From an optimization exercise on the open Yosys and OpenROAD flow, aimed at small area and a short achievable clock period; shortcuts taken in it are not production practice. Function was checked by simulation only, so behaviour that the tests miss may differ from the original. Power figures rest on the tool's default switching activity, not on a simulated workload.

==> flow/design.v <==
`default_nettype none
module alu (
  input logic clk, rst,          
  input logic [31:0] in1, in2,   
  input logic fue,               
  input logic [4:0] op,          
  output logic [31:0] out,       
  output logic [3:0] fout        
);
localparam logic [4:0] ALU_CMP = 5'd0;
localparam logic [4:0] ALU_NEG = 5'd1;
localparam logic [4:0] ALU_ADD = 5'd2;
localparam logic [4:0] ALU_ADC = 5'd3;
localparam logic [4:0] ALU_SUB = 5'd4;
localparam logic [4:0] ALU_SBC = 5'd5;
localparam logic [4:0] ALU_NOT = 5'd10;
localparam logic [4:0] ALU_OR  = 5'd11;
localparam logic [4:0] ALU_AND = 5'd12;
localparam logic [4:0] ALU_BIC = 5'd13;
localparam logic [4:0] ALU_XOR = 5'd14;
localparam logic [4:0] ALU_CPY = 5'd15;
logic Ncur, Zcur, Ccur, Vcur;
assign Ncur = fout[3];
assign Zcur = fout[2];
assign Ccur = fout[1];
assign Vcur = fout[0];
logic N, Z, C, V;
logic [3:0]nfout;
always_comb begin
  case (op) 
    ALU_CMP: begin out = in1 - in2; end
    ALU_NEG: begin out = 0 - in2; end
    ALU_ADD: begin out = in1 + in2; end
    ALU_ADC: begin out = in1 + in2 + {31'b0, Ccur}; end
    ALU_SUB: begin out = in1 - in2; end
    ALU_SBC: begin out = in1 - in2 + {31'b0, Ccur}; end
    ALU_NOT: begin out = ~in2; end
    ALU_OR : begin out = in1 | in2; end
    ALU_AND: begin out = in1 & in2; end
    ALU_BIC: begin out = in1 & ~in2; end
    ALU_XOR: begin out = in1 ^ in2; end
    ALU_CPY: begin out = in2; end
    default: begin out = 0; end
  endcase
end
always_comb begin
  N = out[31] == 1'b1 ? 1'b1 : 1'b0;
  Z = out == 0 ? 1'b1: 1'b0;  
  if(op == ALU_ADD || op == ALU_ADC) begin
    if ((in1[31] == 1 && in2[31] == 1) || (in1[31] == 1 && out[31] == 0) || (in2[31] == 1 && out[31] == 0))  
      C = 1'b1;
    else
      C = 1'b0;
  end
  else if(op == ALU_SUB || op == ALU_SBC) begin
    if ((in1[31] == 1 && in2[31] == 0) || (in1[31] == 1 && out[31] == 0) || (in2[31] == 0 && out[31] == 0))  
      C = 1'b1;
    else
      C = 1'b0;
  end
  else
    C = 1'b0;
  if(op == ALU_ADD || op == ALU_ADC) begin
    if((in1[31] == 1 && in2[31] == 1 && out[31] == 0) || (in1[31] == 0 && in2[31] == 0 && out[31] == 1) )  
      V = 1'b1;
    else
      V = 1'b0;
  end
  else if (op == ALU_SUB || op == ALU_SBC) begin
    if ((in1[31] == 1 && in2[31] == 1 && out[31] == 0) || (in1[31] == 0 && in2[31] == 1 && out[31] == 1))  
      V = 1'b1;
    else
      V = 1'b0;
  end
  else
    V = 1'b0;
end
always_comb begin
  case (op) 
    ALU_CMP: nfout = {N, Z, C, V};
    ALU_NEG: nfout = {N, Z, C, V};
    ALU_ADD: nfout = {N, Z, C, V};
    ALU_ADC: nfout = {N, Z, C, V};
    ALU_SUB: nfout = {N, Z, C, V};
    ALU_SBC: nfout = {N, Z, C, V};
    ALU_NOT: nfout = {N, Z, Ccur, Vcur};
    ALU_OR : nfout = {N, Z, Ccur, Vcur};
    ALU_AND: nfout = {N, Z, Ccur, Vcur};
    ALU_BIC: nfout = {N, Z, Ccur, Vcur};
    ALU_XOR: nfout = {N, Z, Ccur, Vcur};
    ALU_CPY: nfout = {N, Z, Ccur, Vcur};
    default: nfout = {Ncur, Zcur, Ccur, Vcur};
  endcase
end
always_ff @ (posedge rst, posedge clk)
if (rst)
  fout <= 0;
else if (fue == 1)
  fout <= nfout;
endmodule
==> flow/run.sh <==
#!/bin/bash
# synth_recipe.tcl (not shown) runs the flow's synth.tcl, then flattens the netlist and writes it again
# the make line also repeats each setting of config.mk as NAME=value (left out here)
make -C /OpenROAD-flow-scripts/flow DESIGN_CONFIG=/design/flow/config.mk WORK_HOME=/design/flow/orfs CLKGATE_MAP_FILE= SYNTH_SCRIPT=/design/flow/synth_recipe.tcl finish
==> flow/config.mk <==
export PLATFORM = sky130hd
export DESIGN_NAME = alu
export DESIGN_NICKNAME = alu
export VERILOG_FILES = /design/flow/design.v
export SDC_FILE = /design/flow/constraint.sdc
export NUM_CORES = 8
export LEC_CHECK = 0
export CAP_MARGIN = 20
export CORE_MARGIN = 2
export CORE_UTILIZATION = 40
export SETUP_SLACK_MARGIN = 0.2
export SLEW_MARGIN = 20
==> flow/constraint.sdc <==
create_clock -name core_clock -period 7.5 [get_ports {clk}]
set_input_delay 1.5000 -clock core_clock [delete_from_list [all_inputs] [get_ports {clk}]]
set_output_delay 1.5000 -clock core_clock [all_outputs]
set_load 0.01 [all_outputs]
==> impl_metrics.prom <==
# TYPE chip_impl_metric gauge
chip_impl_info{name="run_status",value="complete, no violations"} 1
chip_impl_metric{name="postSynthNetCount",unit=""} 1644
chip_impl_metric{name="grt_overflow_total",unit=""} 0
chip_impl_metric{name="fin_crit_sh",unit="%"} 96.4
chip_impl_info{name="synthTopCellsByCount",value="o21ai_0, nor2_1, inv_1, nand2_1, ha_1"} 1
chip_impl_info{name="rsz_0062_raised_after_global_routing",value="yes"} 1
chip_impl_metric{name="gp_routability_congestion",unit=""} 1.01
chip_impl_metric{name="netSwitchingPower",unit="W"} 0.000645
chip_impl_metric{name="ys_types",unit=""} 78
chip_impl_metric{name="dieWidth",unit="µm"} 157
chip_impl_metric{name="power_switching_share",unit="%"} 50.8
chip_impl_info{name="worstSetupStartpointType",value="input pin"} 1
chip_impl_metric{name="netlist_area",unit="mm²"} 0.00933
chip_impl_metric{name="yosys.area_share.xor_xnor",unit="%"} 6.01
chip_impl_metric{name="synthDominantCellAreaShare",unit="%"} 14.3
chip_impl_metric{name="p_seq_share",unit="%"} 2.2
chip_impl_info{name="tritoncts",value="yes"} 1
chip_impl_info{name="worst_setup_path_end_kind",value="output pin"} 1
chip_impl_metric{name="fp.dieArea",unit="mm²"} 0.0246
chip_impl_metric{name="final_core_area_utilization",unit="%"} 61.3
chip_impl_metric{name="max_slew_margin",unit="%"} 35.3
chip_impl_metric{name="core-area",unit="mm²"} 0.0228
chip_impl_metric{name="critical_path.max_fanout",unit=""} 7
chip_impl_metric{name="synth_compound_gate_area_share",unit="%"} 39.6
chip_impl_info{name="reg_top3",value="fout: 4 flops"} 1
chip_impl_metric{name="finalClockSkew",unit="ns"} 0.000101
chip_impl_metric{name="largest_net_degree_at_the_start_of_global_routing",unit=""} 41
chip_impl_metric{name="max_freq",unit="GHz"} 0.138
chip_impl_metric{name="cts_buffer_depth",unit=""} 2
chip_impl_metric{name="routed_wire_length_per_instance",unit="µm"} 21.2
chip_impl_info{name="synth_top_area_cells",value="ha_1, o21ai_0, a21oi_1, nor2_1, inv_1"} 1
chip_impl_metric{name="first_global_vias",unit=""} 12800
chip_impl_metric{name="synth-edff-count",unit=""} 0
chip_impl_metric{name="wirelength",unit="mm"} 45.9
chip_impl_info{name="synth_top_family_by_area",value="compound AO/OA/AOI/OAI gates"} 1
chip_impl_metric{name="synth.mux.area_fraction",unit="%"} 1.62
chip_impl_metric{name="clk-insertion-delay-late",unit="ns"} 0.23
chip_impl_metric{name="dp_hpwl",unit="mm"} 36.4
chip_impl_info{name="registers.top_by_ff_count",value="fout"} 1
chip_impl_metric{name="report.final.setup_viol",unit=""} 0
chip_impl_metric{name="h-tree-depth",unit=""} 1
chip_impl_metric{name="track_usage",unit="%"} 36.1
chip_impl_metric{name="io-pin-count",unit=""} 108
chip_impl_metric{name="internal_power_consumption",unit="W"} 0.000626
chip_impl_metric{name="report.final.slew_viol_count",unit=""} 0
chip_impl_metric{name="viasPerCell",unit=""} 6.21
chip_impl_metric{name="post_synthesis_adder_cell_area_fraction",unit="%"} 14.8
chip_impl_info{name="hold_path_class",value="flip-flop to flip-flop"} 1
chip_impl_metric{name="first_pass_grt_wire_length",unit="mm"} 70.0
chip_impl_metric{name="final_hold_viol_count",unit=""} 0
chip_impl_metric{name="arrival",unit="ns"} 5.73
chip_impl_info{name="synth-main-ff-cell",value="dfrtp_1"} 1
chip_impl_metric{name="finalNetCount",unit=""} 2038
chip_impl_metric{name="total_cts_buffers",unit=""} 3
chip_impl_metric{name="hold_ws",unit="ns"} 0.542
chip_impl_metric{name="worstMarginPinSlew",unit="ns"} 0.966
chip_impl_metric{name="dp.cells",unit=""} 2148
chip_impl_info{name="cts-root-buf",value="clkbuf_16"} 1
chip_impl_metric{name="drive_gt1_share",unit="%"} 27.6
chip_impl_metric{name="place.port_buffers",unit=""} 107
chip_impl_metric{name="placementRows",unit=""} 55
chip_impl_metric{name="maxCapViolations",unit=""} 0
chip_impl_info{name="synthMostInstantiatedCell",value="o21ai_0"} 1
chip_impl_metric{name="synth_simple_gate_area_share",unit="%"} 27.8
chip_impl_metric{name="areaGrowthSynthToFinish",unit="%"} 49.7
chip_impl_metric{name="largest_register_ff_count",unit=""} 4
chip_impl_metric{name="final.min_clock_period",unit="ns"} 7.23
chip_impl_metric{name="power.density_cell_area",unit="mW/mm²"} 90.9
chip_impl_metric{name="p_leak",unit="nW"} 6.18
chip_impl_metric{name="postSynthCellCount",unit=""} 1463
chip_impl_metric{name="comb_power_share",unit="%"} 91.1
chip_impl_metric{name="dr_total_vias",unit=""} 13500
chip_impl_metric{name="setup_total_negative_slack",unit="ns"} 0
chip_impl_metric{name="synth_area_per_cell",unit="µm²"} 6.38
chip_impl_metric{name="synth-async-reset-ratio",unit="%"} 100
chip_impl_metric{name="ys.warnings.count",unit=""} 1
chip_impl_metric{name="die_y",unit="µm"} 157
chip_impl_metric{name="clock_sink_count",unit=""} 4
chip_impl_metric{name="postRouteAntennaNets",unit=""} 0
chip_impl_metric{name="path_clk_slew",unit="ns"} 0.03
chip_impl_metric{name="cts.hold.buffers_added",unit=""} 0
chip_impl_metric{name="yosysSeqAreaShare",unit="%"} 1.07
chip_impl_metric{name="antenna_found_initial",unit=""} 1
chip_impl_info{name="post-synth-top-area-cell",value="ha_1"} 1
chip_impl_metric{name="initialDrtViolationCount",unit=""} 1374
chip_impl_metric{name="power.total",unit="W"} 0.00127
chip_impl_metric{name="required",unit="ns"} 6.00
chip_impl_metric{name="first_pass_iteration_count_of_the_detailed_router",unit=""} 6
chip_impl_info{name="critical_path_class",value="input pin to output pin"} 1
chip_impl_metric{name="drt_drc_violations_left",unit=""} 0
chip_impl_metric{name="synth-seq-cells",unit=""} 4
chip_impl_metric{name="clock_power_share",unit="%"} 6.8
chip_impl_metric{name="instances_no_fill",unit=""} 2169
chip_impl_metric{name="initial_core_util",unit="%"} 41.0
chip_impl_metric{name="irDropWorstVdd",unit="mV"} 0.0679
-- power groups by stage --
| stage | logic [W] | registers (W) | clock network (W) |
|---|---|---|---|
| floorplan | 0.000529 | 0.0000268 | 0 |
| global placement | 0.00106 | 0.0000278 | 0 |
| detailed placement | 0.00107 | 0.0000279 | 0 |
| CTS | 0.00109 | 0.0000277 | 0.0000863 |
| global route | 0.00124 | 0.0000280 | 0.0000874 |
| finish | 0.00116 | 0.0000279 | 0.0000858 |
-- cells in the final DEF (no fill, tap or decap), types with 19 or more instances in the layout --
| cell | n |
|---|---|
| a211oi_1 | 20 |
| a21oi_1 | 95 |
| a221o_1 | 19 |
| a221oi_1 | 24 |
| a31oi_1 | 25 |
| buf_4 | 378 |
| clkdlybuf4s50_1 | 74 |
| ha_1 | 96 |
| inv_1 | 99 |
| nand2_1 | 106 |
| nand3_1 | 69 |
| nand4_1 | 20 |
| nor2_1 | 116 |
| nor3_1 | 37 |
| nor4_1 | 23 |
| o211ai_1 | 37 |
| o21ai_0 | 116 |
| o221ai_1 | 22 |
| xnor2_1 | 47 |
-- worst max-delay path, cell delays in order --
cell	delay [ns]
clkdlybuf4s50_1	0.50
inv_2	0.06
ha_4	0.25
a21o_1	0.20
a221o_1	0.39
a221oi_2	0.30
o22ai_1	0.13
xnor2_1	0.17
or4b_4	0.59
buf_4	0.18
nor3_1	0.22
xnor2_1	0.08
o21ai_0	0.50
clkdlybuf4s50_1	0.66
-- timing repair --
action / in CTS / in global routing
pin swaps: 32 / 30
resized for setup: 86 / 92
setup endpoints to repair: 19 / 18
buffers inserted: 11 / 6
-- metal layers --
layer | vias to the layer above | GRT usage [%] | part of all wire, %
met5 | - | 0 | 0
met4 | 0 | 13.8 | 4.6
met3 | 141 | 4.85 | 9.0
met2 | 686 | 61.2 | 45
met1 | 6317 | 46.2 | 41
li1 | 6326 | - | -
-- cell type report --
class | instances | area, µm²
timing repair buffer | 494 | 4000
fill | 2181 | 8810
multi-input combinational | 1241 | 8970
tap | 313 | 392
clock buffer | 3 | 75.1
inverter | 113 | 424
antenna | 1 | 2.50
sequential | 4 | 100
-- path summary, 6_finish.rpt --
| kind | from | end | slack [ns] | depth (start not counted) |
|---|---|---|---|---|
| max reg2reg | fout[1]$_DFFE_PP0P_ | fout[2]$_DFFE_PP0P_ | 2.41 | 12 |
| min reg2reg | fout[3]$_DFFE_PP0P_ | fout[3]$_DFFE_PP0P_ | 0.54 | 2 |
| max in group asynchronous | rst | fout[0]$_DFFE_PP0P_ | 5.87 | 2 |
| max | in1[4] | out[13] | 0.27 | 14 |
| min in group asynchronous | rst | fout[3]$_DFFE_PP0P_ | 1.47 | 2 |
| min | fout[3]$_DFFE_PP0P_ | fout[3]$_DFFE_PP0P_ | 0.54 | 2 |
-- kinds of logic (layout without fill, tap and decap cells) --
logic type / after synthesis / count (layout)
compound gates: 540 / 540
mux: 15 / 15
flops: 4 / 4
buf+inv: 218 / 610
other cells: 0 / 1
fa+ha+maj: 109 / 109
simple gates: 513 / 513
xor+xnor: 64 / 64
-- stage by stage --
stage	instance area (µm²)	setup slack, ns
after global placement	13200	-0.523
after floorplan	9350	0.212
after CTS	13600	0.0962
after global routing	14000	0.127
after detailed placement	13200	-0.612
final	14000	0.270

[port drivers added, routing unchanged]
Ports are ideal in the flow. The routed layout listed here was re-timed in OpenROAD. Step 1 assumes that a clkbuf_16 drives the clock port and a buf_2 every other input. Step 2 adds t to the input delays and takes it off the output delays; t is the mean of the earliest and latest rising clock arrival at the registers after step 1. Input paths then give back, and output paths get back, about the clock's delay inside the block. a / b / c = ideal ports / drivers / drivers and shift; a / b = the first two.
t, ns: 0.250
setup slack, ns: 0.270 / 0.248 / 0.173
hold slack, ns: 0.542 / 0.542 / 0.542
slew at the worst register clock pin (ns): 0.03 / 0.03
worst data-port slew with drivers (ns): 0.04
After both steps this run still meets setup and hold. The setup slack of this run moves by -0.022 ns with the drivers and by -0.097 ns with both steps.
